This is an optimization exercise on Yosys and OpenROAD, whose aim is small area, not a production implementation. At most, simulation tests tie the RTL to the original design; equivalence was not proved. The RTL of runs 3 to 5 was laid out without a check of its function. Power and IR drop assume default switching activity.

--- run.sh ---
#!/bin/bash
# synth_recipe.tcl (not shown) runs the flow's synth.tcl, then flattens the netlist and writes it again
# the make line also repeats each setting of config.mk as NAME=value (left out here)
make -C /OpenROAD-flow-scripts/flow DESIGN_CONFIG=/design/flow/config.mk WORK_HOME=/design/flow/orfs CLKGATE_MAP_FILE= SYNTH_SCRIPT=/design/flow/synth_recipe.tcl finish
--- config.mk ---
export PLATFORM = sky130hd
export DESIGN_NAME = sram
export DESIGN_NICKNAME = sram
export VERILOG_FILES = /design/flow/design.v
export SDC_FILE = /design/flow/constraint.sdc
export NUM_CORES = 8
export LEC_CHECK = 0
export CAP_MARGIN = 40
export CORE_MARGIN = 2
export CORE_UTILIZATION = 70
export CTS_CLUSTER_DIAMETER = 80
export CTS_CLUSTER_SIZE = 30
export SLEW_MARGIN = 20
export SYNTH_HIERARCHICAL = 1
--- constraint.sdc ---
create_clock -name core_clock -period 15.0 [get_ports {clk}]
set_input_delay 3.0000 -clock core_clock [delete_from_list [all_inputs] [get_ports {clk}]]
set_output_delay 3.0000 -clock core_clock [all_outputs]
set_load 0.01 [all_outputs]
--- design.v ---
module sram_bit (
    input  wire q,
    input  wire load,
    input  wire col,
    input  wire hold,
    output wire d
);
    assign d = ~((q | load) & (col | hold));
endmodule
module sram_nand2 (
    input  wire a,
    input  wire b,
    output wire y
);
    assign y = ~(a & b);
endmodule
module sram_nor2 (
    input  wire a,
    input  wire b,
    output wire y
);
    assign y = ~(a | b);
endmodule
module sram_oai22 (
    input  wire a,
    input  wire b,
    input  wire c,
    input  wire d,
    output wire y
);
    assign y = ~((a | b) & (c | d));
endmodule
module sram_or4 (
    input  wire a,
    input  wire b,
    input  wire c,
    input  wire d,
    output wire y
);
    assign y = a | b | c | d;
endmodule
module sram_oai21 (
    input  wire a,
    input  wire b,
    input  wire c,
    output wire y
);
    assign y = ~((a | b) & c);
endmodule
module sram_rd16 (
    input  wire [15:0] q,
    input  wire [15:0] nsel,
    input  wire        hi,
    output wire        t
);
    wire [7:0] y;
    wire [1:0] z;
    genvar k;
    generate
        for (k = 0; k < 8; k = k + 1) begin : pair
            sram_oai22 u (.a(q[2*k]), .b(nsel[2*k]), .c(q[2*k+1]), .d(nsel[2*k+1]), .y(y[k]));
        end
        for (k = 0; k < 2; k = k + 1) begin : quad
            sram_or4 u (.a(y[4*k]), .b(y[4*k+1]), .c(y[4*k+2]), .d(y[4*k+3]), .y(z[k]));
        end
    endgenerate
    sram_oai21 u_t (.a(z[0]), .b(z[1]), .c(hi), .y(t));
endmodule
module sram #(
    parameter ADDR_WIDTH = 8,
    parameter DATA_WIDTH = 8,
    parameter MEM_SIZE   = 1 << ADDR_WIDTH
)(
    input  wire                  clk,
    input  wire                  reset_n,
    input  wire                  chip_enable_n,
    input  wire                  write_enable_n,
    input  wire                  read_enable_n,
    input  wire [ADDR_WIDTH-1:0] address,
    input  wire [DATA_WIDTH-1:0] data_in,
    output wire [DATA_WIDTH-1:0] data_out
);
    localparam IDLE  = 2'b00;
    localparam WRITE = 2'b01;
    localparam READ  = 2'b10;
    reg [1:0] current_state;
    reg [1:0] next_state;
    always @(*) begin
        case (current_state)
            IDLE: begin
                if (!chip_enable_n && !write_enable_n && read_enable_n)
                    next_state = WRITE;
                else if (!chip_enable_n && !read_enable_n && write_enable_n)
                    next_state = READ;
                else
                    next_state = IDLE;
            end
            WRITE:   next_state = (chip_enable_n || write_enable_n) ? IDLE : WRITE;
            READ:    next_state = (chip_enable_n || read_enable_n)  ? IDLE : READ;
            default: next_state = IDLE;
        endcase
    end
    always @(posedge clk or negedge reset_n) begin
        if (!reset_n)
            current_state <= IDLE;
        else
            current_state <= next_state;
    end
    reg live;
    always @(posedge clk or negedge reset_n) begin
        if (!reset_n)
            live <= 1'b0;
        else
            live <= 1'b1;
    end
    reg phase;
    always @(posedge clk or negedge reset_n) begin
        if (!reset_n)
            phase <= 1'b0;
        else
            phase <= !phase;
    end
    wire wr = (current_state == WRITE) && !chip_enable_n && !write_enable_n;
    wire rd = (current_state == READ)  && !chip_enable_n && !read_enable_n;
    wire [DATA_WIDTH-1:0] col = data_in ^ {DATA_WIDTH{!phase}};
    wire [15:0] wlo, whi, klo, khi;
    genvar i;
    generate
        for (i = 0; i < 16; i = i + 1) begin : pre
            assign wlo[i] = wr && (address[3:0] == i);
            assign whi[i] = (address[7:4] == i);
            assign klo[i] = live && !wlo[i];
            assign khi[i] = live && !whi[i];
        end
    endgenerate
    reg  [DATA_WIDTH-1:0] mem [0:MEM_SIZE-1];
    wire [MEM_SIZE-1:0]   rdq [0:DATA_WIDTH-1];
    genvar w, b;
    generate
        for (w = 0; w < MEM_SIZE; w = w + 1) begin : word
            wire hold, load;
            sram_nand2 u_hold (.a(wlo[w % 16]), .b(whi[w / 16]), .y(hold));
            sram_nor2  u_load (.a(klo[w % 16]), .b(khi[w / 16]), .y(load));
            wire [DATA_WIDTH-1:0] d;
            for (b = 0; b < DATA_WIDTH; b = b + 1) begin : bits
                sram_bit u (.q(mem[w][b]), .load(load), .col(col[b]), .hold(hold), .d(d[b]));
                assign rdq[b][w] = mem[w][b];
            end
            always @(posedge clk)
                mem[w] <= d;
        end
    endgenerate
    wire [15:0] rlo_n, rhi;
    generate
        for (i = 0; i < 16; i = i + 1) begin : rpre
            assign rlo_n[i] = !(address[3:0] == i);
            assign rhi[i]   = (address[7:4] == i);
        end
    endgenerate
    wire [DATA_WIDTH-1:0] rbit;
    genvar h;
    generate
        for (b = 0; b < DATA_WIDTH; b = b + 1) begin : rbits
            wire [15:0] t;
            for (h = 0; h < 16; h = h + 1) begin : grp
                sram_rd16 u (.q(rdq[b][16*h +: 16]), .nsel(rlo_n), .hi(rhi[h]), .t(t[h]));
            end
            assign rbit[b] = &t;
        end
    endgenerate
    assign data_out = rd ? ~(rbit ^ {DATA_WIDTH{phase}}) : {DATA_WIDTH{1'b0}};
endmodule
==> summary.txt, run 1 <==
Drt
Detailed routing inserted a total of 63.2k vias. The number of vias per cell is ~8.2. The number of routed nets with antenna violations is 0. The detailed router finished its first iteration with 11.5k violations.

The DRC violation count after routing is 0. The first detailed-routing pass took 10 iterations. The mean routed wirelength per cell is 31.5 um. The routed design has 243000 um of wire.

Timing
The setup clock skew after layout is 0.0185 ns. The highest clock frequency the design can meet is 85.8 MHz. The number of hold violations in the final report was 0. The number of setup violations in the final report is 0. Subtracting the final worst setup slack from the clock period gives 11.65 ns. Setup repair after global routing left no endpoint under its margin.

The worst-case hold slack is 0.449 ns. The worst max-slew margin expressed relative to the limit is 0.184. For the final routed database, the setup TNS stands at 0 ns. For the pin with the worst max-slew slack, the measured transition is 1.22 ns. The count of final max-slew check failures is 0. The final cycle utilization of the critical path is 0.777.

Critical path
The data required time of the worst path is 12.00 ns. The worst-path cell with the longest stage delay is sky130_fd_sc_hd__clkdlybuf4s50_1. The critical path start-end classification is in -> out. The highest cell delay on the worst timing path is 0.74 ns. The buffering stage count on the worst path with inverters included is 3. The worst setup path is captured at an output pin.

Counting stages on the worst path, the most repeated cell is sky130_fd_sc_hd__clkdlybuf4s50_1. The startpoint type of the worst setup path is a primary input. The top fanout value on the critical path is 50.

Traced cell by cell, the critical path runs through clkdlybuf4s50_1, and2b_1, nand2_4, buf_4, o22ai_1, or4_1, o21ai_1, nand4_1, nor4_1, mux2i_1, clkdlybuf4s50_1. The cell family contributing the most delay on the critical path is simple AND/OR/NAND/NOR gates. The worst path arrival time is approximately 8.7 ns.

Synth
The share of synthesized area in the top cell type comes to 0.622. The count of different cell masters after synthesis is 30. The number of nets produced by synthesis is 6217.

Yosys attributes the largest share of cell area to sky130_fd_sc_hd__dfxtp_1, sky130_fd_sc_hd__o22ai_1, sky130_fd_sc_hd__or4_1. The synthesized design contains between 2k and 2.5k register bits. Summing every instance area after synthesis gives 65900 um2. The dominant synthesized flop cell is sky130_fd_sc_hd__dfxtp_1.

The synthesized instance count is 6196. In the synthesized netlist the async set-or-reset flop fraction comes to 0.00195. The most repeated cell in the gate-level netlist after synthesis is sky130_fd_sc_hd__o22ai_1. Summed over all instances, the cell type with the most area after synthesis is sky130_fd_sc_hd__dfxtp_1. The commonest cells after synthesis are sky130_fd_sc_hd__o22ai_1, sky130_fd_sc_hd__dfxtp_1, sky130_fd_sc_hd__nor2_1, sky130_fd_sc_hd__nand2_1, sky130_fd_sc_hd__or4_1.

Averaged over all synthesized cells, the footprint is 10.6 um2. The number of enable-type register cells in the synthesized netlist is 0. The yosys synthesis warning count is 9. The share of the Yosys chip area taken by registers is 0.624.

Floorplan
From bottom edge to top edge, the die measures 311 um. After floorplanning, the core was divided into 112 placement rows. The total area inside the core boundary comes to 93300 um2. The floorplan die width is 311 um. The initial utilization of the core area, before any placement, comes to 0.706. The I/O pin count is 29. The floorplan die area is 96600 um2.

Placed design
In this run the cell area measured after placement is between 60000 and 70000 um2. The half-perimeter wire length after detailed placement is 152000 um. The number of placed instances, taps included, is 7601. At the end of routability-driven placement, the weighted congestion stood at 0.968. The number of buffer cells added on primary ports is 28.

Clock network
TritonCTS built the clock tree. The cell at the root of the clock tree is sky130_fd_sc_hd__clkbuf_16. In this run the post-CTS setup repair buffer count came out at 0. The maximum count of clock buffers along a single path is 3.

The number of clock sinks seen by CTS is 2052. The clock latency reported for the late side of the worst-skew pair is 0.72 ns. The number of gates resized after cts is 0. The H-tree was split into 3 levels. The clock edge transition at the registers on the reported setup and hold paths is 0.10 ns. Clock tree synthesis inserted a total of 78 buffers.

Hold repair after CTS inserted 0 buffers.

Layout
The fraction of final layout cells sized beyond drive strength 1 is 0.0453. The layout net count is 6456. The post-route cell area is 71900 um2.

The filler cell count is 6455. The layout-stage area growth over the synthesis result is 9.17%. The final instance count without filler cells is 7704.

Run
The tool flagged a number of max-cap violations equal to 0.

Global routing
The first global-routing pass estimated 358000 um of wire. The number of global-route vias before repair was about 57k. The initial antenna violation count came to 15. The sum of overflow across all layers after global routing is 0.

The overall track demand over capacity in global routing is 0.475. The maximum number of pins on one net before global-route repair is 184.

Hold path
The class of the most critical hold timing path is reg -> reg.

Power and ir drop
The total power is 10.4 mW. Dividing total power by cell area gives a power density of 145 nW/um2. IR analysis of the VDD net gives a maximum drop of 130 uV. The leakage dissipation is 26.7 nW.

Run status
The flow ran to the end and the layout has no timing, DRC or antenna violations.
## report_power, final
part / switching [mW] / total (mW) / internal (mW)
clock: 1.63 / 2.62 / 0.991
sequential: 0.405 / 6.58 / 6.18
combinational: 0.692 / 1.20 / 0.505
## final timing paths
check                              startpoint                    endpoint  slack, ns  depth (start not counted)
max                                address[1]                 data_out[6]       3.35                         11
min                        mem[57][5]$_DFF_P_          mem[57][5]$_DFF_P_       0.45                          1
max reg2reg                   phase$_DFF_PN0_          mem[88][3]$_DFF_P_      11.25                          6
min reg2reg                mem[57][5]$_DFF_P_          mem[57][5]$_DFF_P_       0.45                          1
max in group asynchronous             reset_n  current_state[0]$_DFF_PN0_      12.33                          1
min in group asynchronous             reset_n             phase$_DFF_PN0_       2.49                          1
## worst register-to-register path: cells and delay by family (launching register included)
family | cells | cell delay, ns
compound gates | 1 | 0.27
xor+xnor | 1 | 0.19
buf+inv | 4 | 2.28
flops | 1 | 0.86
## registers in the layout, indices dropped and copies added (netlist names)
name and count:
current_state 2, live 1, mem 2048, phase 1
## metal layers
layer	global-route usage	part of all wire	vias to the layer above
met2	0.670	0.41	5434
met3	0.171	0.16	1049
met1	0.634	0.36	30300
met5	0	0.00052	-
met4	0.266	0.068	20
li1	-	-	26400
## per-module statistics from Yosys, one instance, submodules excluded, a selection
module | times used | flip-flops and latches
sram_or4 | 256 | 0
sram_oai21 | 128 | 0
sram | 1 | 2052
sram_nand2 | 256 | 0
sram_bit | 2048 | 0
sram_nor2 | 256 | 0
sram_oai22 | 1024 | 0
## area by class of cell
type                    instances  area [um2]  area share
multi-input cells            4133       25100       0.349
diodes                         10        25.0    0.000348
flip-flops and latches       2052       41100       0.572
repair buffers                169        2050      0.0286
clock inverters                 2        21.3    0.000296
well taps                    1254        1570      0.0218
clock buffers                  83        2050      0.0286
inverters                       1        3.75   0.0000522
## cell families (layout without fill, tap and decap cells)
| kind of cell | after synthesis | count (layout) | synth area share |
|---|---|---|---|
| buffers and inverters | 11 | 255 | 0.00118 |
| and+or+nand+nor | 900 | 900 | 0.0693 |
| DFF | 2052 | 2052 | 0.624 |
| xor gates and xnor gates | 8 | 8 | 0.00106 |
| AOI/OAI and AO/OA | 3216 | 3216 | 0.303 |
| muxes | 8 | 8 | 0.00122 |
| other | 1 | 11 | 0.0000569 |
## per-stage QoR
step                utilization  setup slack, ns
floorplan                     -             1.98
global placement          0.737             3.44
detailed placement        0.746             3.55
CTS                       0.768             3.50
global route              0.770             3.37
finish                    0.771             3.35
## placed cells by master, fill, tap and decap left out, drive strengths merged
cell,count
or4,256
clkdlybuf4s50,28
mux2i,8
conb,1
nand3,7
or2b,2
clkbuf,83
diode,10
nand2,273
nor4b,2
clkinv,2
nand2b,4
inv,1
nor3,6
nor4,11
xnor2,8
o21ai,128
dfrtp,4
nor2,285
or2,1
and2b,2
o21a,16
buf,141
o22ai,3072
dfxtp,2048
nor2b,18
nand4,33
==> run 2: changes to the inputs <==
--- a/config.mk
+++ b/config.mk
@@ -5,10 +5,10 @@
 export SDC_FILE = /design/flow/constraint.sdc
 export NUM_CORES = 8
 export LEC_CHECK = 0
-export CAP_MARGIN = 40
+export CAP_MARGIN = 10
 export CORE_MARGIN = 2
 export CORE_UTILIZATION = 70
 export CTS_CLUSTER_DIAMETER = 80
 export CTS_CLUSTER_SIZE = 30
-export SLEW_MARGIN = 20
+export SLEW_MARGIN = 10
 export SYNTH_HIERARCHICAL = 1
==> run 2 against run 1 <==
Against the previous run:
- clock skew is 0.012 ns higher
- via count decreased by 0.66%
- worst setup slack lost 0.24 ns
- die area is the same
- hold slack about the same
- global-route usage shrank 0.57 points
- sequential power is essentially flat
- critical path type unchanged
- highest routed layer unchanged
==> summary.txt, run 2 <==
Run status
The run finished with no timing, DRC or antenna violations.

Drt
The mean routed wirelength per cell was 31.3 um (-0.73%). The number of DRC markers after the initial detailed-route iteration is 11.0k (-4.4%). The final routed wirelength across all metal layers was 240000 um (-1.1%). The vias after detailed routing came to 62.8k (-0.66%). The number of vias per cell was 8.19 (-0.26%). The number of routed nets with antenna violations was 0 (unchanged). The number of iterations in the first detailed-routing pass was 14 (+4). The DRC violation count after routing is 0 (unchanged).

Synth
The synthesized instance count is 6196 (unchanged). The post-synthesis instance area was 65900 um2 (unchanged). The yosys synthesis warning count is 9 (unchanged). The most common cell in the synthesized netlist is sky130_fd_sc_hd__o22ai_1. The dominant synthesized flop cell is sky130_fd_sc_hd__dfxtp_1.

Ranked by instance count, the synthesized netlist is headed by sky130_fd_sc_hd__o22ai_1, sky130_fd_sc_hd__dfxtp_1, sky130_fd_sc_hd__nor2_1, sky130_fd_sc_hd__nand2_1, sky130_fd_sc_hd__or4_1. The count of different cell masters after synthesis was 30 (unchanged). The synthesized area per cell is 10.6 um2 (unchanged).

The post-synthesis async set-or-reset flop share was 0.00195 (unchanged). The number of nets produced by synthesis is 6217 (unchanged). The library cell occupying the most area in the post-synthesis netlist is sky130_fd_sc_hd__dfxtp_1. The fraction of post-synthesis cell area in the top cell type by area was 0.622 (unchanged). The sequential share of the synthesized area is 0.624 (unchanged). The number of enable-type register cells in the synthesized netlist came to 0 (unchanged). The number of flip-flops and latches in the synthesized netlist is 2052 (unchanged). Yosys attributes the largest share of cell area to sky130_fd_sc_hd__dfxtp_1, sky130_fd_sc_hd__o22ai_1, sky130_fd_sc_hd__or4_1.

Critical path
The worst path arrival time is 8.88 ns (+0.23 ns). The slack of the worst reg-to-reg path is 11.09 ns (-0.16 ns). The critical path starts at address[2]. The kind of capture point of the worst setup path is an output pin. The top fanout value on the critical path is 68 (+36%). The slowest stage of the critical path belongs to the cell sky130_fd_sc_hd__buf_4. The library cell appearing most often on the critical path is sky130_fd_sc_hd__clkdlybuf4s50_1. The cell depth of the worst flop-to-flop path is 5 (-1). The capturing element of the worst setup path is data_out[1]. The highest cell delay on the worst timing path is 0.87 ns (+0.13 ns).

The startpoint of the most critical register-to-register path is phase$_DFF_PN0_. The critical path is of the in -> out type. The worst setup path is launched from a primary input. Traced cell by cell, the critical path runs through clkdlybuf4s50_1, nor2b_1, nand3_4, buf_4, o22ai_1, or4_1, o21ai_1, nand4_1, nor4_1, mux2i_1, clkdlybuf4s50_1. The data required time of the worst path is 12.00 ns (about the same). The worst register-to-register path ends at mem[8][7]$_DFF_P_.

Placed design
The post-placement cell count is 7565 (-0.47%). The number of buffer cells added on primary ports is 28 (unchanged). The post-placement setup slack is 3.38 ns (-0.173 ns). The final weighted congestion in routability-driven placement is 0.968 (unchanged). The half-perimeter wire length after detailed placement was 143000 um (-5.3%).

Timing
The number of setup violations in the final report is 0 (unchanged). The number of hold violations in the final report was 0 (unchanged). The final cycle utilization of the critical path is 0.792 (+0.0157). The setup clock skew after layout came to 0.0310 ns (+0.0124 ns). The highest clock frequency the design can meet came to 84.1 MHz (-2.0%).

The count of final max-slew check failures is 0 (unchanged). The worst max-slew margin expressed relative to the limit is 0.0758 (-0.108). The final setup TNS is 0 ns (unchanged).

The worst-case hold slack was 0.450 ns (+0.000315 ns). The worst-case setup margin in the final layout is 3.12 ns (-0.236 ns). The final critical path time including I/O delays and setup is 11.88 ns (+0.236 ns).

The pin slew with the least headroom to its limit is 1.38 ns (+0.159 ns). Setup repair after global routing left no endpoint under its margin.

Run
The max-cap violation count is 0 (unchanged).

Clock network
The clock latency reported for the late side of the worst-skew pair is 0.73 ns (about the same). The number of H-tree levels is 3 (unchanged). The cell at the root of the clock tree is sky130_fd_sc_hd__clkbuf_16. The number of clock buffers inserted by TritonCTS is 78 (unchanged). The count of buffers added by post-CTS timing repair for setup came to 0 (unchanged). The TritonCTS clock tree is yes.

The clock edge transition at the registers on the reported setup and hold paths is 0.10 ns (about the same). The number of clock sinks seen by CTS was 2052 (unchanged). The number of hold-repair buffers added at the cts stage was 0 (unchanged).

The maximum count of clock buffers along a single path is 3 (unchanged). The number of gates resized after cts is 0 (unchanged).

Layout
The number of flip-flops in the largest register was 2048 (unchanged). The final instance count without filler cells is 7673 (-0.40%). In the layout the commonest cells are sky130_fd_sc_hd__o22ai_1, sky130_fd_sc_hd__dfxtp_1, sky130_fd_sc_hd__nand2_1.

The largest registers in the layout are mem: 2048 flops, current_state: 2 flops. The fraction of final layout cells sized beyond drive strength 1 is 0.0391 (-0.00627). The most common library cell in the layout ignoring fill and taps is sky130_fd_sc_hd__o22ai_1. The layout net count is 6412 (-0.68%). From synthesis to final layout, the design area changed by 7.80%. The top register by number of flip-flops is mem.

Floorplan
The die height is 311 um (unchanged). The standard-cell row count is 112 (unchanged). The effective utilization at floorplan is 0.706 (unchanged).

The floorplan die width is 311 um (unchanged). The I/O pin count is 29 (unchanged). The area of the core region is 93300 um2 (unchanged). The floorplan die area is 96600 um2 (unchanged).

Global routing
The initial antenna violation count is 15 (unchanged). The overall track demand over capacity in global routing was 0.470 (-0.00571). The wire length of the first global-routing pass is 354000 um (-1.2%). The maximum number of pins on one net before global-route repair was 184 (unchanged). The sum of overflow across all layers after global routing was 0 (unchanged). The number of global-route vias before repair is 56.2k (-1.3%).

Power and ir drop
The worst voltage drop across the vdd grid was 136 uV (+4.3%). The leakage dissipation is 26.2 nW (-1.6%). The power per unit of standard cell area is 147 nW/um2 (+1.3%).

Hold path
The number of cells traversed by the worst hold path is 1 (unchanged). The path class of the tightest hold or removal check is reg -> reg. The startpoint identified for the worst hold timing path is mem[188][6]$_DFF_P_.
-- run 2: metrics by stage --
step                      instance area, um2  power, mW  utilization
after floorplan                        65900       7.38            -
after global placement                 68800       7.72        0.737
after detailed placement               68800       7.79        0.737
after CTS                              71000       10.3        0.760
after global routing                   71000       10.7        0.760
final                                  71000       10.4        0.761
-- run 2: worst min path at each step --
stage	slack, ns	endpoint
6_report	0.45	mem[188][6]$_DFF_P_
4_1_cts	0.45	mem[173][1]$_DFF_P_
3_5_place_dp	0.44	mem[143][5]$_DFF_P_
3_3_place_gp	0.43	mem[230][3]$_DFF_P_
2_1_floorplan	0.42	mem[101][0]$_DFF_P_
5_1_grt	0.46	mem[22][6]$_DFF_P_
-- run 2: logic make-up (layout without fill, tap and decap cells) --
kind of cell | count (synthesis) | in the layout | synth area share
compound gates | 3216 | 3216 | 0.303
xor+xnor | 8 | 8 | 0.00106
simple gates | 900 | 900 | 0.0693
buf+inv | 11 | 214 | 0.00118
mux | 8 | 8 | 0.00122
other cells | 1 | 21 | 0.0000569
flops | 2052 | 2052 | 0.624
-- run 2: area by class of cell --
type                       instances  area, um2
sequential                      2052      41100
multi-input combinational       4133      25100
fill                            6670      22300
clock buffer                      83       2060
tap                             1254       1570
timing repair buffer             125       1070
clock inverter                     5       80.1
antenna                           20       50.0
inverter                           1       3.75
-- run 2: critical path, delay by kind of cell --
kind	cells	cell delay (ns)
buffers and inverters	3	2.29
AND/OR/NAND/NOR	5	2.61
multiplexers	1	0.50
AO/OA/AOI/OAI	2	0.41
-- run 2: modules after synthesis, one instance, submodules excluded, a selection --
module | cell area, um2 | cells inside | copies in the design
sram_oai21 | 5.00 | 1 | 128
sram_nor2 | 3.75 | 1 | 256
sram_bit | 6.26 | 1 | 2048
sram_oai22 | 6.26 | 1 | 1024
sram_nand2 | 3.75 | 1 | 256
sram_or4 | 7.51 | 1 | 256
sram | 42200 | 2228 | 1
-- run 2: per-layer routing --
metal  share of wire  vias to the layer above  global-route usage  wire length, um
met5          0.0013                        -              0.0143              305
li1                -                    26400                   -                -
met2            0.41                     5346               0.652            98400
met4           0.070                       22               0.278            16800
met1            0.37                    30000               0.634            88700
met3            0.15                     1095               0.159            35600
-- run 2: power by group --
| part | total [mW] | leakage (nW) | internal (mW) | switching, mW |
|---|---|---|---|---|
| Combinational | 1.17 | 7.87 | 0.486 | 0.684 |
| Sequential | 6.58 | 17.3 | 6.18 | 0.402 |
| Clock | 2.65 | 1.05 | 1.01 | 1.64 |
| Total | 10.4 | 26.2 | 7.68 | 2.72 |
==> run 3: changes to the inputs <==
--- a/design.v
+++ b/design.v
@@ -7,64 +7,13 @@
 );
     assign d = ~((q | load) & (col | hold));
 endmodule
-module sram_nand2 (
-    input  wire a,
-    input  wire b,
-    output wire y
-);
-    assign y = ~(a & b);
-endmodule
-module sram_nor2 (
-    input  wire a,
-    input  wire b,
-    output wire y
-);
-    assign y = ~(a | b);
-endmodule
-module sram_oai22 (
-    input  wire a,
-    input  wire b,
-    input  wire c,
-    input  wire d,
-    output wire y
-);
-    assign y = ~((a | b) & (c | d));
-endmodule
-module sram_or4 (
-    input  wire a,
-    input  wire b,
-    input  wire c,
-    input  wire d,
-    output wire y
-);
-    assign y = a | b | c | d;
-endmodule
-module sram_oai21 (
-    input  wire a,
-    input  wire b,
-    input  wire c,
-    output wire y
-);
-    assign y = ~((a | b) & c);
-endmodule
 module sram_rd16 (
     input  wire [15:0] q,
     input  wire [15:0] nsel,
-    input  wire        hi,
+    input  wire        nhi,
     output wire        t
 );
-    wire [7:0] y;
-    wire [1:0] z;
-    genvar k;
-    generate
-        for (k = 0; k < 8; k = k + 1) begin : pair
-            sram_oai22 u (.a(q[2*k]), .b(nsel[2*k]), .c(q[2*k+1]), .d(nsel[2*k+1]), .y(y[k]));
-        end
-        for (k = 0; k < 2; k = k + 1) begin : quad
-            sram_or4 u (.a(y[4*k]), .b(y[4*k+1]), .c(y[4*k+2]), .d(y[4*k+3]), .y(z[k]));
-        end
-    endgenerate
-    sram_oai21 u_t (.a(z[0]), .b(z[1]), .c(hi), .y(t));
+    assign t = ~(&(q | nsel) | nhi);
 endmodule
 module sram #(
     parameter ADDR_WIDTH = 8,
@@ -138,9 +87,8 @@
     genvar w, b;
     generate
         for (w = 0; w < MEM_SIZE; w = w + 1) begin : word
-            wire hold, load;
-            sram_nand2 u_hold (.a(wlo[w % 16]), .b(whi[w / 16]), .y(hold));
-            sram_nor2  u_load (.a(klo[w % 16]), .b(khi[w / 16]), .y(load));
+            wire hold = !(wlo[w % 16] && whi[w / 16]);
+            wire load = !(klo[w % 16] || khi[w / 16]);
             wire [DATA_WIDTH-1:0] d;
             for (b = 0; b < DATA_WIDTH; b = b + 1) begin : bits
                 sram_bit u (.q(mem[w][b]), .load(load), .col(col[b]), .hold(hold), .d(d[b]));
@@ -150,11 +98,11 @@
                 mem[w] <= d;
         end
     endgenerate
-    wire [15:0] rlo_n, rhi;
+    wire [15:0] rlo_n, rhi_n;
     generate
         for (i = 0; i < 16; i = i + 1) begin : rpre
             assign rlo_n[i] = !(address[3:0] == i);
-            assign rhi[i]   = (address[7:4] == i);
+            assign rhi_n[i] = !(address[7:4] == i);
         end
     endgenerate
     wire [DATA_WIDTH-1:0] rbit;
@@ -163,9 +111,9 @@
         for (b = 0; b < DATA_WIDTH; b = b + 1) begin : rbits
             wire [15:0] t;
             for (h = 0; h < 16; h = h + 1) begin : grp
-                sram_rd16 u (.q(rdq[b][16*h +: 16]), .nsel(rlo_n), .hi(rhi[h]), .t(t[h]));
+                sram_rd16 u (.q(rdq[b][16*h +: 16]), .nsel(rlo_n), .nhi(rhi_n[h]), .t(t[h]));
             end
-            assign rbit[b] = &t;
+            assign rbit[b] = ~|t;
         end
     endgenerate
     assign data_out = rd ? ~(rbit ^ {DATA_WIDTH{phase}}) : {DATA_WIDTH{1'b0}};
==> config.mk (replaced) <==
export PLATFORM = sky130hd
export DESIGN_NAME = sram
export DESIGN_NICKNAME = sram
export VERILOG_FILES = /design/flow/design.v
export SDC_FILE = /design/flow/constraint.sdc
export NUM_CORES = 8
export LEC_CHECK = 0
export CAP_MARGIN = 40
export CORE_MARGIN = 2
export CORE_UTILIZATION = 50
export SLEW_MARGIN = 20
export SYNTH_HIERARCHICAL = 1
==> run 3 against run 2 <==
Against the previous run:
- hold slack lost 0.0088 ns
- sequential power decreased by 7.6%
- flip-flop and latch count stayed put
- critical path type unchanged
- fmax fell by 0.44%
- critical path depth increased by 2
- still clean on timing, DRC and antenna
- clock skew is 0.014 ns lower
- power increased by 18%
- largest power group unchanged
- sequential share of layout area shrank 6.9 points
- combinational power down 16%
- design area rose by 14%
==> summary.txt, run 3 <==
Layout
The total area of multi-input combinational cells is 27800 um2 (+11%). The final instance count without filler cells is 8946 (+17%). In the layout the commonest cells are sky130_fd_sc_hd__o22ai_1, sky130_fd_sc_hd__dfxtp_1, sky130_fd_sc_hd__nand2_1. The sequential cell area came to 41100 um2 (about the same).

The final cell utilization of the core is 0.588 (-0.173). The fraction of final layout cells sized beyond drive strength 1 is 0.136 (+0.0966). The register with the most flip-flops in the final layout is mem. The post-route cell area is 80700 um2 (+14%). The number of flip-flops in the largest register was 2048 (unchanged).

The library cell used most frequently in the layout, excluding fill and tap cells, is sky130_fd_sc_hd__o22ai_1. The layout-stage area growth over the synthesis result is 16.7%. The filler cell count came to 11.7k (+76%).

The layout net count is 6998 (+9.1%). The largest registers in the layout are mem: 2048 flops, current_state: 2 flops.

Timing
The worst max-slew margin expressed relative to the limit came to 0.0492 (-0.0265). The number of setup violations in the final report is 0 (unchanged). The final setup TNS came to 0 ns (unchanged). The final cycle utilization of the critical path is 0.796 (+0.00350).

The pin slew with the least headroom to its limit is 1.43 ns (+0.0431 ns). Setup repair after global routing left no endpoint under its margin. The count of final max-slew check failures came to 0 (unchanged). The final critical path time including I/O delays and setup came to 11.94 ns (+0.0524 ns). The setup clock skew after layout is 0.0168 ns (-0.0142 ns). The number of hold violations in the final report is 0 (unchanged). The highest clock frequency the design can meet is 83.8 MHz (-0.44%).

Power and ir drop
The switching part of the total power is 0.245 (-0.0166). The internal power component is 9.30 mW (+21%). The sequential power share is 0.493 (-0.140). The clock network fraction of total power was 0.427 (+0.172). The leakage dissipation is 29.3 nW (+12%). The worst voltage drop across the vdd grid came to 135 uV (-0.72%). The power per unit of standard cell area is 153 nW/um2 (+4.2%). The total power is 12.3 mW (+18%). The combinational cell fraction of total power is 0.080 (-0.032). The switching component of the power is 3.02 mW (+11%).

Synth
The number of nets produced by synthesis was 6562 (+5.5%). The synthesized area per cell is 10.6 um2 (-0.52%). The dominant synthesized flop cell is sky130_fd_sc_hd__dfxtp_1. The count of different cell masters after synthesis is 44 (+47%). The synthesized instance count is 6541 (+5.6%). The post-synthesis async set-or-reset flop share is 0.00195 (unchanged). The fraction of post-synthesis cell area in the top cell type by area is 0.593 (-0.0298). sky130_fd_sc_hd__dfxtp_1 takes more of the synthesized area than any other cell.

The number of flip-flops and latches in the synthesized netlist is 2052 (unchanged). The yosys synthesis warning count is 9 (unchanged). Yosys instantiated no cell more often than sky130_fd_sc_hd__o22ai_1. By count the netlist is led by sky130_fd_sc_hd__o22ai_1, sky130_fd_sc_hd__dfxtp_1, sky130_fd_sc_hd__nand2_1, sky130_fd_sc_hd__nor2_1, sky130_fd_sc_hd__o21ai_0. Yosys attributes the largest share of cell area to sky130_fd_sc_hd__dfxtp_1, sky130_fd_sc_hd__o22ai_1, sky130_fd_sc_hd__o221ai_2. The number of enable-type register cells in the synthesized netlist is 0 (unchanged).

The post-synthesis instance area was 69200 um2 (+5.0%). The sequential share of the synthesized area is 0.594 (-0.0298).

Global routing
The wire length of the first global-routing pass is 394000 um (+11%). The initial antenna violation count is 5 (-10). The overall track demand over capacity in global routing is 0.362 (-0.108). The sum of overflow across all layers after global routing was 0 (unchanged). The number of global-route vias before repair is 61.1k (+8.8%). The maximum number of pins on one net before global-route repair is 171 (-7.1%).

Placed design
The final weighted congestion in routability-driven placement is 0.930 (-3.9%). The number of buffer cells added on primary ports came to 28 (unchanged). The half-perimeter wire length after detailed placement came to 163000 um (+14%). The post-placement cell count came to 8506 (+12%). The placement-stage cell area is 73300 um2 (+6.5%).

Critical path
The worst path arrival time is 8.94 ns (+0.06 ns). The worst setup path is captured at an output pin. The data required time of the worst path is 12.00 ns (about the same). The critical path start-end classification is in -> out.

The top fanout value on the critical path is 51 (-25%). The startpoint type of the worst setup path is a primary input.

Drt
The number of iterations in the first detailed-routing pass is 6 (-8). The vias after detailed routing came to 64.5k (+2.6%). The DRC violation count after routing is 0 (unchanged). The final routed wirelength across all metal layers is 266000 um (+11%). The number of vias per cell is 7.20 (-12%). The mean routed wirelength per cell came to 29.8 um (-4.7%).

The number of DRC markers after the initial detailed-route iteration is 8217 (-25%). The number of routed nets with antenna violations was 0 (unchanged).

Run
The max-cap violation count is 0 (unchanged).

Floorplan
The floorplan die width is 376 um (+21%). The area of the core region is 137000 um2 (+47%). The die height was 376 um (+21%). The floorplan die area is 141000 um2 (+46%).

The standard-cell row count is 136 (+21%). The I/O pin count is 29 (unchanged). The effective utilization at floorplan is 0.504 (-0.202).

Clock network
The clock latency reported for the late side of the worst-skew pair was 0.83 ns (+0.10 ns). The number of clock buffers inserted by TritonCTS is 203 (+160%). The count of buffers added by post-CTS timing repair for setup is 0 (unchanged). The cell sitting at the root of the clock tree is a sky130_fd_sc_hd__clkbuf_16. The number of clock sinks seen by CTS is 2052 (unchanged). The number of H-tree levels was 4 (+1). The clock edge transition at the registers on the reported setup and hold paths is 0.05 ns (-0.05 ns). The number of gates resized after cts is 0 (unchanged).

The number of hold-repair buffers added at the cts stage is 0 (unchanged). The TritonCTS clock tree is yes. The maximum count of clock buffers along a single path was 3 (unchanged).

Hold path
The class of the most critical hold timing path is reg -> reg.

Run status
The flow ran to the end and the layout has no timing, DRC or antenna violations.
## run 3: critical path, cell delays in order
cell and delay [ns]:
sky130_fd_sc_hd__clkdlybuf4s50_1 0.85, sky130_fd_sc_hd__nor2_1 0.21, sky130_fd_sc_hd__buf_4 0.23, sky130_fd_sc_hd__nand2_4 0.62, sky130_fd_sc_hd__buf_4 0.70, sky130_fd_sc_hd__o22a_1 0.28
sky130_fd_sc_hd__o221ai_2 0.11, sky130_fd_sc_hd__nor3_2 0.25, sky130_fd_sc_hd__a31oi_1 0.29, sky130_fd_sc_hd__nor4_2 0.75, sky130_fd_sc_hd__nand4_1 0.67, sky130_fd_sc_hd__mux2i_1 0.33
sky130_fd_sc_hd__clkdlybuf4s50_1 0.57
## run 3: power groups by stage
| stage | clock network, mW | logic (mW) | registers [mW] |
|---|---|---|---|
| after floorplan | 0 | 0.637 | 6.13 |
| after global placement | 0 | 0.898 | 6.18 |
| after detailed placement | 0 | 0.942 | 6.19 |
| after CTS | 5.29 | 0.943 | 6.07 |
| after global routing | 5.52 | 1.03 | 6.12 |
| final | 5.26 | 0.987 | 6.08 |
## run 3: final timing paths
kind                                          from  depth (start not counted)  slack, ns                          to
worst min register to register  mem[63][1]$_DFF_P_                          1       0.44          mem[63][1]$_DFF_P_
worst max-delay path                    address[1]                         13       3.06                 data_out[4]
min in group asynchronous                  reset_n                          1       2.40  current_state[0]$_DFF_PN0_
worst min-delay path            mem[63][1]$_DFF_P_                          1       0.44          mem[63][1]$_DFF_P_
worst max register to register     phase$_DFF_PN0_                          5      11.39         mem[211][0]$_DFF_P_
max in group asynchronous                  reset_n                          1      12.38              live$_DFF_PN0_
## run 3: layout make-up
type                    count  share of cell area
clock buffers             311              0.0775
multi-input cells        4376               0.345
inverters                   1           0.0000465
flip-flops and latches   2052               0.509
diodes                      3           0.0000930
clock inverters            66             0.00864
repair buffers            343              0.0317
well taps                1794              0.0278
## run 3: kinds of logic (layout without fill, tap and decap cells)
group	count (synthesis)	after routing	synth area share
compound gates	3456	3456	0.329
flops	2052	2052	0.594
simple gates	903	903	0.0666
buf+inv	113	721	0.00834
xor+xnor	8	8	0.00101
mux	8	8	0.00116
other cells	1	4	0.0000542
## run 3: stage by stage
step / setup WS (ns) / hold slack (ns)
4_1_cts: 3.23 / 0.446
3_5_place_dp: 3.25 / 0.438
3_3_place_gp: 2.52 / 0.430
2_1_floorplan: 1.98 / 0.422
6_report: 3.06 / 0.441
5_1_grt: 3.17 / 0.453
## run 3: routing by layer
layer	vias up	part of all wire	global-route usage
li1	28100	-	-
met1	31800	0.41	0.498
met2	3831	0.43	0.538
met3	750	0.10	0.0809
met4	4	0.050	0.176
met5	-	0.00011	0
## run 3: Yosys stat by module (local to each module, per instance)
module	flip-flops and latches	cells inside	cell area, um2
sram_bit	0	1	6.26
sram_rd16	0	12	85.1
sram	2052	2957	45500
==> run 4: changes to the inputs <==
--- a/config.mk
+++ b/config.mk
@@ -7,6 +7,6 @@
 export LEC_CHECK = 0
 export CAP_MARGIN = 40
 export CORE_MARGIN = 2
-export CORE_UTILIZATION = 50
+export CORE_UTILIZATION = 70
 export SLEW_MARGIN = 20
 export SYNTH_HIERARCHICAL = 1
==> run 4 against run 3 <==
Against the previous run:
- combinational power is essentially flat
- hold slack gained 0.0019 ns
- first-iteration DRC count grew 52%
- largest power group unchanged
- highest routed layer unchanged
==> summary.txt, run 4 <==
Run status
The run finished with no timing, DRC or antenna violations.

Clock network
The number of gates resized after cts is 0 (unchanged). The maximum count of clock buffers along a single path was 3 (unchanged). The number of H-tree levels is 4 (unchanged). TritonCTS built the clock tree.

The number of clock sinks seen by CTS came to 2052 (unchanged). The count of buffers added by post-CTS timing repair for setup is 0 (unchanged). The cell at the root of the clock tree is sky130_fd_sc_hd__clkbuf_16. The number of clock buffers inserted by TritonCTS is 189 (-6.9%). The clock latency reported for the late side of the worst-skew pair came to 0.83 ns (about the same). The number of hold-repair buffers added at the cts stage is 0 (unchanged). The clock edge transition at the registers on the reported setup and hold paths is 0.06 ns (about the same).

Layout
More flip-flops sit in one register than any other, and that register is mem. The fraction of final layout cells sized beyond drive strength 1 was 0.130 (-0.00540). The number of flip-flops in the largest register came to 2048 (unchanged). The library cells used most frequently in the layout, excluding fill and tap cells, are sky130_fd_sc_hd__o22ai_1, sky130_fd_sc_hd__dfxtp_1, sky130_fd_sc_hd__nand2_1.

The total area of multi-input combinational cells was 27800 um2 (-0.13%). The layout-stage area growth over the synthesis result is 15.2%. The layout net count is 6987 (-0.16%). In the final layout, the registers with the most flip-flops are mem: 2048 flops, current_state: 2 flops. Leaving out fill and tap cells, the most frequent cell in the layout is sky130_fd_sc_hd__o22ai_1.

The filler cell count is 6084 (-48%). The sequential cell area was 41100 um2 (unchanged).

Drt
The number of vias per cell is 8.15 (+13%). The mean routed wirelength per cell is 31.7 um (+6.6%). The number of DRC markers after the initial detailed-route iteration is 12.5k (+52%). The number of routed nets with antenna violations is 0 (unchanged). The vias after detailed routing is 68.6k (+6.4%).

The final routed wirelength across all metal layers came to 267000 um (+0.31%). The DRC violation count after routing is 0 (unchanged). The number of iterations in the first detailed-routing pass came to 11 (+5).

Timing
The setup clock skew after layout is 0.0180 ns (+0.00119 ns). The number of hold violations in the final report is 0 (unchanged). The count of final max-slew check failures is 0 (unchanged).

The final cycle utilization of the critical path came to 0.812 (+0.0165). The final critical path time including I/O delays and setup is 12.19 ns (+0.248 ns). The number of setup violations in the final report came to 0 (unchanged). The pin slew with the least headroom to its limit was 1.24 ns (-0.185 ns).

The final setup TNS is 0 ns (unchanged). Setup repair after global routing left no endpoint under its margin. The highest clock frequency the design can meet is 82.1 MHz (-2.0%). The worst-case setup margin in the final layout is 2.81 ns (-0.248 ns). The worst max-slew margin expressed relative to the limit is 0.173 (+0.124).

Power and ir drop
The power per unit of standard cell area came to 152 nW/um2 (-0.77%). The worst voltage drop across the vdd grid is 139 uV (+3.0%). The leakage dissipation came to 29.1 nW (-0.74%).

Critical path
The data required time of the worst path is 12.00 ns (about the same). The slack of the worst reg-to-reg path is 11.45 ns (+0.06 ns). The cell depth of the worst flop-to-flop path came to 6 (+1). Tracing the worst setup path back leads to its startpoint at address[0]. The highest cell delay on the worst timing path came to 0.93 ns (+0.08 ns). STA classifies the critical path startpoint as a primary input. The startpoint of the most critical register-to-register path is current_state[1]$_DFF_PN0_.

On the critical path, the stage with the largest delay is an instance of sky130_fd_sc_hd__clkdlybuf4s50_1. The top fanout value on the critical path is 42 (-18%). Walking the worst path, the cells encountered are clkdlybuf4s50_1, nor2b_1, buf_4, nand2_4, buf_4, o22a_1, o221ai_2, nor3_2, a31oi_1, nor4_1, nand4_1, mux2i_1, clkdlybuf4s50_1. The worst path arrival time is 9.19 ns (+0.25 ns). The critical path start-end classification is in -> out. The kind of capture point of the worst setup path is an output pin. In this run the critical register-to-register path is captured at mem[167][5]$_DFF_P_. The capturing element of the worst setup path is data_out[5].

Floorplan
The area of the core region is 98100 um2 (-29%). The floorplan die width is 318 um (-15%). The I/O pin count is 29 (unchanged). The effective utilization at floorplan is 0.705 (+0.201).

The die height is 318 um (-15%). The standard-cell row count is 115 (-15%). The floorplan die area is 101000 um2 (-28%).

Synth
The commonest cells after synthesis are sky130_fd_sc_hd__o22ai_1, sky130_fd_sc_hd__dfxtp_1, sky130_fd_sc_hd__nand2_1, sky130_fd_sc_hd__nor2_1, sky130_fd_sc_hd__o21ai_0. The count of different cell masters after synthesis is 44 (unchanged). The synthesized area per cell came to 10.6 um2 (unchanged).

The most repeated cell in the gate-level netlist after synthesis is sky130_fd_sc_hd__o22ai_1. The number of nets produced by synthesis came to 6562 (unchanged). The dominant synthesized flop cell is sky130_fd_sc_hd__dfxtp_1. The sequential share of the synthesized area came to 0.594 (unchanged).

The synthesized instance count came to 6541 (unchanged). The post-synthesis instance area came to 69200 um2 (unchanged). The number of flip-flops and latches in the synthesized netlist is 2052 (unchanged). The fraction of post-synthesis cell area in the top cell type by area is 0.593 (unchanged). The yosys synthesis warning count is 9 (unchanged). Yosys attributes the largest share of cell area to sky130_fd_sc_hd__dfxtp_1, sky130_fd_sc_hd__o22ai_1, sky130_fd_sc_hd__o221ai_2.

sky130_fd_sc_hd__dfxtp_1 takes more of the synthesized area than any other cell. The post-synthesis async set-or-reset flop share is 0.00195 (unchanged). The number of enable-type register cells in the synthesized netlist came to 0 (unchanged).

Placed design
The post-placement setup slack is 3.43 ns (+0.175 ns). The final weighted congestion in routability-driven placement came to 1.04 (+11%). The number of buffer cells added on primary ports is 28 (unchanged). The half-perimeter wire length after detailed placement was 161000 um (-1.1%).

Run
The max-cap violation count is 0 (unchanged).

Global routing
The initial antenna violation count is 27 (+22). The number of global-route vias before repair is 63.5k (+3.9%). The maximum number of pins on one net before global-route repair came to 181 (+5.8%). The wire length of the first global-routing pass was 394000 um (-0.16%). The overall track demand over capacity in global routing is 0.502 (+0.140). The sum of overflow across all layers after global routing is 0 (unchanged).

Hold path
The worst hold path belongs to the class reg -> reg.
run 4: cell count changes in the layout (fill, tap and decap cells not counted), moves of 13 or more:
cell,change
sky130_fd_sc_hd__buf_2,-24
sky130_fd_sc_hd__diode_2,+13
sky130_fd_sc_hd__clkbuf_8,-28
sky130_fd_sc_hd__clkbuf_2,+13
sky130_fd_sc_hd__clkbuf_16,-14
run 4: Yosys stat by module (local to each module, per instance):
| module | flip-flops and latches | cells | times used |
|---|---|---|---|
| sram_rd16 | 0 | 12 | 128 |
| sram_bit | 0 | 1 | 2048 |
| sram | 2052 | 2957 | 1 |
run 4: through the flow:
stage | cell area [um2] | hold WS [ns] | power [mW] | util | cells
floorplan | 69200 | 0.422 | 6.77 | - | 6541
finish | 79700 | 0.443 | 12.1 | 0.812 | 8418
global route | 79600 | 0.453 | 12.3 | 0.811 | 8405
CTS | 79000 | 0.446 | 11.9 | 0.805 | 8312
detailed placement | 72600 | 0.438 | 7.11 | 0.740 | 7972
global placement | 71500 | 0.430 | 7.04 | 0.729 | 7831
run 4: critical path, delay by kind of cell:
| family | cells | cell delay, ns |
|---|---|---|
| multiplexers | 1 | 0.75 |
| AO/OA/AOI/OAI | 3 | 0.62 |
| buffers and inverters | 4 | 2.55 |
| AND/OR/NAND/NOR | 5 | 2.19 |
run 4: worst min path at each step:
| stage | endpoint | cells after the start | startpoint |
|---|---|---|---|
| 2_1_floorplan | mem[101][0]$_DFF_P_ | 1 | mem[101][0]$_DFF_P_ |
| 3_3_place_gp | mem[82][0]$_DFF_P_ | 1 | mem[82][0]$_DFF_P_ |
| 3_5_place_dp | mem[221][4]$_DFF_P_ | 1 | mem[221][4]$_DFF_P_ |
| 4_1_cts | mem[211][4]$_DFF_P_ | 1 | mem[211][4]$_DFF_P_ |
| 5_1_grt | mem[2][4]$_DFF_P_ | 1 | mem[2][4]$_DFF_P_ |
| 6_report | mem[51][5]$_DFF_P_ | 1 | mem[51][5]$_DFF_P_ |
run 4: layer usage:
layer	wire length [um]	part of all wire	track usage	vias to the layer above
li1	-	-	-	28100
met1	93800	0.35	0.645	32700
met2	110000	0.41	0.713	6208
met3	41200	0.15	0.180	1575
met4	21300	0.080	0.331	30
met5	369	0.0014	0	-
run 4: cell type report:
type,instances,share of cell area
diodes,16,0.000503
clock buffers,271,0.0694
clock inverters,69,0.0108
inverters,1,0.0000471
multi-input cells,4376,0.349
flip-flops and latches,2052,0.516
well taps,1287,0.0202
repair buffers,346,0.0341
run 4: power by group:
part           switching (mW)  internal [mW]  leakage [nW]
clock                    2.10           2.88          3.16
combinational           0.617          0.387          8.70
sequential              0.240           5.85          17.2
total                    2.96           9.12          29.1
run 4: cells by family (layout without fill, tap and decap cells):
logic type      Yosys count  after routing  share of synthesized area
mux                       8              8                    0.00116
flops                  2052           2052                      0.594
other cells               1             17                  0.0000542
simple gates            903            903                     0.0666
buf+inv                 113            687                    0.00834
xor+xnor                  8              8                    0.00101
compound gates         3456           3456                      0.329
==> run 5: changes to the inputs <==
==> design.v (replaced) <==
module sram #(
    parameter ADDR_WIDTH = 8,
    parameter DATA_WIDTH = 8,
    parameter MEM_SIZE   = 1 << ADDR_WIDTH
)(
    input  wire                  clk,
    input  wire                  reset_n,
    input  wire                  chip_enable_n,
    input  wire                  write_enable_n,
    input  wire                  read_enable_n,
    input  wire [ADDR_WIDTH-1:0] address,
    input  wire [DATA_WIDTH-1:0] data_in,
    output reg  [DATA_WIDTH-1:0] data_out
);
    reg [DATA_WIDTH-1:0] mem [0:MEM_SIZE-1];
    integer i;
    reg [1:0] current_state;
    reg [1:0] next_state;
    localparam IDLE  = 2'b00;
    localparam WRITE = 2'b01;
    localparam READ  = 2'b10;
    always @(*) begin
        case (current_state)
            IDLE: begin
                if (!chip_enable_n && !write_enable_n && read_enable_n)
                    next_state = WRITE;
                else if (!chip_enable_n && !read_enable_n && write_enable_n)
                    next_state = READ;
                else
                    next_state = IDLE;
            end
            WRITE: begin
                if (chip_enable_n || write_enable_n)
                    next_state = IDLE;
                else
                    next_state = WRITE;
            end
            READ: begin
                if (chip_enable_n || read_enable_n)
                    next_state = IDLE;
                else
                    next_state = READ;
            end
            default: next_state = IDLE;
        endcase
    end
    always @(posedge clk or negedge reset_n) begin
        if (!reset_n)
            current_state <= IDLE;
        else
            current_state <= next_state;
    end
    always @(posedge clk or negedge reset_n) begin
        if (!reset_n) begin
            for (i = 0; i < MEM_SIZE; i = i + 1)
                mem[i] <= {DATA_WIDTH{1'b0}};
        end else if (current_state == WRITE && !chip_enable_n && !write_enable_n) begin
            mem[address] <= data_in;
        end
    end
    always @(*) begin
        if (current_state == READ && !chip_enable_n && !read_enable_n)
            data_out = mem[address];
        else
            data_out = {DATA_WIDTH{1'b0}};
    end
endmodule
--- a/config.mk
+++ b/config.mk
@@ -7,6 +7,5 @@
 export LEC_CHECK = 0
 export CAP_MARGIN = 40
 export CORE_MARGIN = 2
-export CORE_UTILIZATION = 70
+export CORE_UTILIZATION = 50
 export SLEW_MARGIN = 20
-export SYNTH_HIERARCHICAL = 1
==> run 5 against run 4 <==
Against the previous run:
- synthesized cell count increased by 6.8%
- sequential share of layout area is 3.1 points lower
- clock skew rose by 0.013 ns
- critical endpoint unchanged
- largest cell class unchanged
==> summary.txt, run 5 <==
Placed design
The post-placement cell count came to 9284 (+16%). The number of buffer cells added on primary ports is 28 (unchanged). The final weighted congestion in routability-driven placement is 1.09 (+4.8%). The post-placement setup slack came to 3.29 ns (-0.143 ns). The placement-stage cell area was 98100 um2 (+35%). The half-perimeter wire length after detailed placement came to 322000 um (+99%).

Timing
The count of final max-slew check failures is 0 (unchanged). The number of hold violations in the final report is 0 (unchanged). The final cycle utilization of the critical path is 0.787 (-0.0250). The pin slew with the least headroom to its limit is 1.29 ns (+0.0493 ns). The setup clock skew after layout is 0.0312 ns (+0.0132 ns). The worst-case hold slack is 0.499 ns (+0.0561 ns). Setup repair after global routing left no endpoint under its margin. The worst max-slew margin expressed relative to the limit is 0.140 (-0.0329). The highest clock frequency the design can meet is 84.7 MHz (+3.2%). The worst-case setup margin in the final layout is 3.19 ns (+0.375 ns). The number of setup violations in the final report is 0 (unchanged).

The final setup TNS is 0 ns (unchanged). The final critical path time including I/O delays and setup is 11.81 ns (-0.375 ns).

Floorplan
The standard-cell row count is 157 (+37%). The floorplan die width was 434 um (+36%). The I/O pin count came to 29 (unchanged). The area of the core region is 183000 um2 (+87%).

The die height is 434 um (+36%). The floorplan die area was 188000 um2 (+86%). The effective utilization at floorplan is 0.504 (-0.201).

Critical path
The cell family contributing the most delay on the critical path is simple AND/OR/NAND/NOR gates. The data required time of the worst path is 12.00 ns (about the same). The number of logic stages on the critical path including buffering is 13 (unchanged).

The cell depth of the worst flop-to-flop path came to 6 (unchanged). The highest cell delay on the worst timing path is 0.81 ns (-0.12 ns). The top fanout value on the critical path was 38 (-9.5%). In this design, the critical path's most frequently occurring cell is sky130_fd_sc_hd__buf_4. The slack of the worst reg-to-reg path is 10.78 ns (-0.67 ns). The kind of capture point of the worst setup path is an output pin.

The critical path start-end classification is in -> out. The signal on the critical path passes through buf_4, buf_4, or4b_2, buf_4, nor2_1, buf_4, a2111oi_0, nand4_1, nor4_1, nand4_1, nor4_1, a211oi_1, clkdlybuf4s50_1. The buffering stage count on the worst path with inverters included came to 5 (+1).

The critical register-to-register path endpoint is mem[91][1]$_DFFE_PN0P_. The worst-path cell with the longest stage delay is sky130_fd_sc_hd__nor4_1. The startpoint of the most critical register-to-register path is current_state[1]$_DFF_PN0_. STA classifies the critical path startpoint as a primary input. The worst path arrival time is 8.81 ns (-0.38 ns).

Drt
The DRC violation count after routing is 0 (unchanged). The mean routed wirelength per cell was 48.7 um (+54%). The vias after detailed routing is 74.3k (+8.3%).

The number of vias per cell is 7.62 (-6.5%). The final routed wirelength across all metal layers is 475000 um (+78%). The number of routed nets with antenna violations is 0 (unchanged). The number of DRC markers after the initial detailed-route iteration is 12.7k (+1.9%). The number of iterations in the first detailed-routing pass is 7 (-4).

Clock network
The number of clock sinks seen by CTS came to 2050 (-0.097%). The maximum count of clock buffers along a single path is 3 (unchanged). The clock edge transition at the registers on the reported setup and hold paths is 0.05 ns (about the same). The cell at the root of the clock tree is sky130_fd_sc_hd__clkbuf_16.

The TritonCTS clock tree is yes. The number of H-tree levels came to 4 (unchanged). The number of hold-repair buffers added at the cts stage is 0 (unchanged). The clock latency reported for the late side of the worst-skew pair was 0.90 ns (+0.07 ns). The number of gates resized after cts is 0 (unchanged). The number of clock buffers inserted by TritonCTS is 216 (+14%).

The count of buffers added by post-CTS timing repair for setup is 0 (unchanged).

Hold path
The path with the worst hold slack has its endpoint at mem[240][7]$_DFFE_PN0P_. The number of cells traversed by the worst hold path is 1 (unchanged). The startpoint of the most critical hold path is mem[240][7]$_DFFE_PN0P_. The path class of the tightest hold or removal check is reg -> reg.

Synth
Counting instances in the post-synthesis netlist gives the leading cell types as sky130_fd_sc_hd__mux2_2, sky130_fd_sc_hd__dfrtp_1, sky130_fd_sc_hd__a22oi_1, sky130_fd_sc_hd__clkbuf_1, sky130_fd_sc_hd__nand3_1. The synthesized instance count is 6984 (+6.8%). The fraction of post-synthesis cell area in the top cell type by area is 0.556 (-0.0369). The post-synthesis instance area was 92300 um2 (+33%). The sequential share of the synthesized area is 0.556 (-0.0383).

The number of enable-type register cells in the synthesized netlist is 0 (unchanged). The number of flip-flops and latches in the synthesized netlist came to 2050 (-0.097%). Ranked by total cell area, the synthesized netlist is headed by sky130_fd_sc_hd__dfrtp_1, sky130_fd_sc_hd__mux2_2, sky130_fd_sc_hd__a22oi_1. The count of different cell masters after synthesis is 79 (+80%). The synthesized area per cell was 13.2 um2 (+25%). The number of nets produced by synthesis was 7005 (+6.8%). Of all cell types, the one taking the most synthesized area is sky130_fd_sc_hd__dfrtp_1. The yosys synthesis warning count is 2 (-7). The most repeated cell in the gate-level netlist after synthesis is sky130_fd_sc_hd__mux2_2. The post-synthesis async set-or-reset flop share is 1.00 (+0.998). The dominant synthesized flop cell is sky130_fd_sc_hd__dfrtp_1.

Run status
The flow ran to the end and the layout has no timing, DRC or antenna violations.

Layout
The total area of multi-input combinational cells is 39200 um2 (+41%). Leaving out fill and tap cells, the most frequent cells in the layout are sky130_fd_sc_hd__mux2_2, sky130_fd_sc_hd__dfrtp_1, sky130_fd_sc_hd__a22oi_1. The filler cell count is 15.0k (+150%).

The layout net count was 7098 (+1.6%). mem holds more flip-flops than any other register. The post-route cell area is 106000 um2 (+33%).

The most common library cell in the layout ignoring fill and taps is sky130_fd_sc_hd__mux2_2. The number of flip-flops in the largest register is 2048 (unchanged). The fraction of final layout cells sized beyond drive strength 1 was 0.416 (+0.286). The largest registers in the layout are mem: 2048 flops, current_state: 2 flops.

The sequential cell area was 51300 um2 (+25%). The final instance count without filler cells is 9748 (+16%). The layout-stage area growth over the synthesis result is 14.6%.

Global routing
The sum of overflow across all layers after global routing is 0 (unchanged). The number of global-route vias before repair came to 69.8k (+10%). The initial antenna violation count is 48 (+78%). The overall track demand over capacity in global routing is 0.502 (about the same). The wire length of the first global-routing pass is 634000 um (+61%). The maximum number of pins on one net before global-route repair is 181 (unchanged).

Power and ir drop
The worst voltage drop across the vdd grid is 106 uV (-24%). The leakage dissipation is 50.6 nW (+74%). The power per unit of standard cell area is 110 nW/um2 (-27%).

Run
The max-cap violation count is 0 (unchanged).
[run 5: worst max path at each step]
| stage | start | end | slack (ns) |
|---|---|---|---|
| 3_3_place_gp | address[5] | data_out[5] | 2.82 |
| 5_1_grt | address[5] | data_out[5] | 3.33 |
| 4_1_cts | address[1] | data_out[0] | 3.30 |
| 2_1_floorplan | address[0] | data_out[5] | 6.62 |
| 6_report | address[7] | data_out[5] | 3.19 |
| 3_5_place_dp | address[1] | data_out[0] | 3.29 |
[run 5: through the flow]
step           power (mW)  utilization
3_5_place_dp         6.20        0.535
2_1_floorplan        5.85            -
6_report             11.6        0.577
4_1_cts              11.6        0.574
3_3_place_gp         6.18        0.524
5_1_grt              11.9        0.577
[run 5: where the power goes]
| part | leakage (nW) | internal, mW | switching, mW |
|---|---|---|---|
| combinational | 18.4 | 0.0955 | 0.467 |
| sequential | 28.6 | 5.55 | 0.0165 |
| clock | 3.52 | 3.15 | 2.37 |
[run 5: layer usage]
| layer | track usage | vias up | part of all wire |
|---|---|---|---|
| li1 | - | 27000 | - |
| met2 | 0.672 | 6409 | 0.39 |
| met1 | 0.633 | 39100 | 0.36 |
| met3 | 0.230 | 1776 | 0.15 |
| met4 | 0.367 | 28 | 0.092 |
| met5 | 0 | - | 0.00037 |
[run 5: area by class of cell]
cell class | instances | share of cell area
Sequential cell | 2050 | 0.485
Multi-Input combinational cell | 4330 | 0.370
Clock buffer | 331 | 0.0607
Timing Repair Buffer | 474 | 0.0473
Tap cell | 2464 | 0.0291
Clock inverter | 59 | 0.00659
Antenna cell | 35 | 0.000828
Inverter | 5 | 0.000177
[run 5: cell families (layout without fill, tap and decap cells)]
group / count (synthesis) / after routing / synth area share
AOI/OAI and AO/OA: 1148 / 1148 / 0.0973
other: 0 / 35 / 0
xor gates and xnor gates: 3 / 3 / 0.000285
buffers and inverters: 604 / 869 / 0.0273
and+or+nand+nor: 1106 / 1106 / 0.0667
DFF: 2050 / 2050 / 0.556
muxes: 2073 / 2073 / 0.253

==> port drivers added, routing unchanged <==
The flow's constraints put no driver on any port. The routed layouts listed below were extracted and timed again, unchanged, in two steps.
Step 1 (the two cells are an assumption about what drives the block):
set clk [get_ports {clk}]
set_driving_cell -lib_cell sky130_fd_sc_hd__clkbuf_16 $clk
set_driving_cell -lib_cell sky130_fd_sc_hd__buf_2 [delete_from_list [all_inputs] $clk]
Step 2 moves the port delays by t, midway between the first and last clock arrival at a register: inputs arrive t later, outputs are due t later. That takes back most of the time a late clock gives input paths.
Slacks: ideal ports / drivers / drivers and shift; pairs: ideal ports / drivers.
run | t, ns | setup WS [ns] | worst hold slack (ns) | worst setup path at the end | clock arrival spread, ns
run 1 | 0.784 | 3.352 / 3.312 / 3.312 | 0.449 / 0.449 / 0.449 | input to output | 0.027 / 0.027
run 2 | 0.793 | 3.115 / 3.076 / 3.076 | 0.450 / 0.450 / 0.450 | input to output | 0.034 / 0.034
run 3 | 0.895 | 3.063 / 2.948 / 2.948 | 0.441 / 0.441 / 0.441 | input to output | 0.025 / 0.025
run 4 | 0.904 | 2.815 / 2.787 / 2.787 | 0.443 / 0.443 / 0.443 | input to output | 0.033 / 0.032
run 5 | 0.989 | 3.190 / 3.156 / 3.156 | 0.499 / 0.499 / 0.499 | input to output | 0.048 / 0.048
After both steps every run listed still meets setup and hold. For run 3, which loses most, drivers alone change the setup slack by -0.115 ns; drivers and shift together by -0.115 ns.
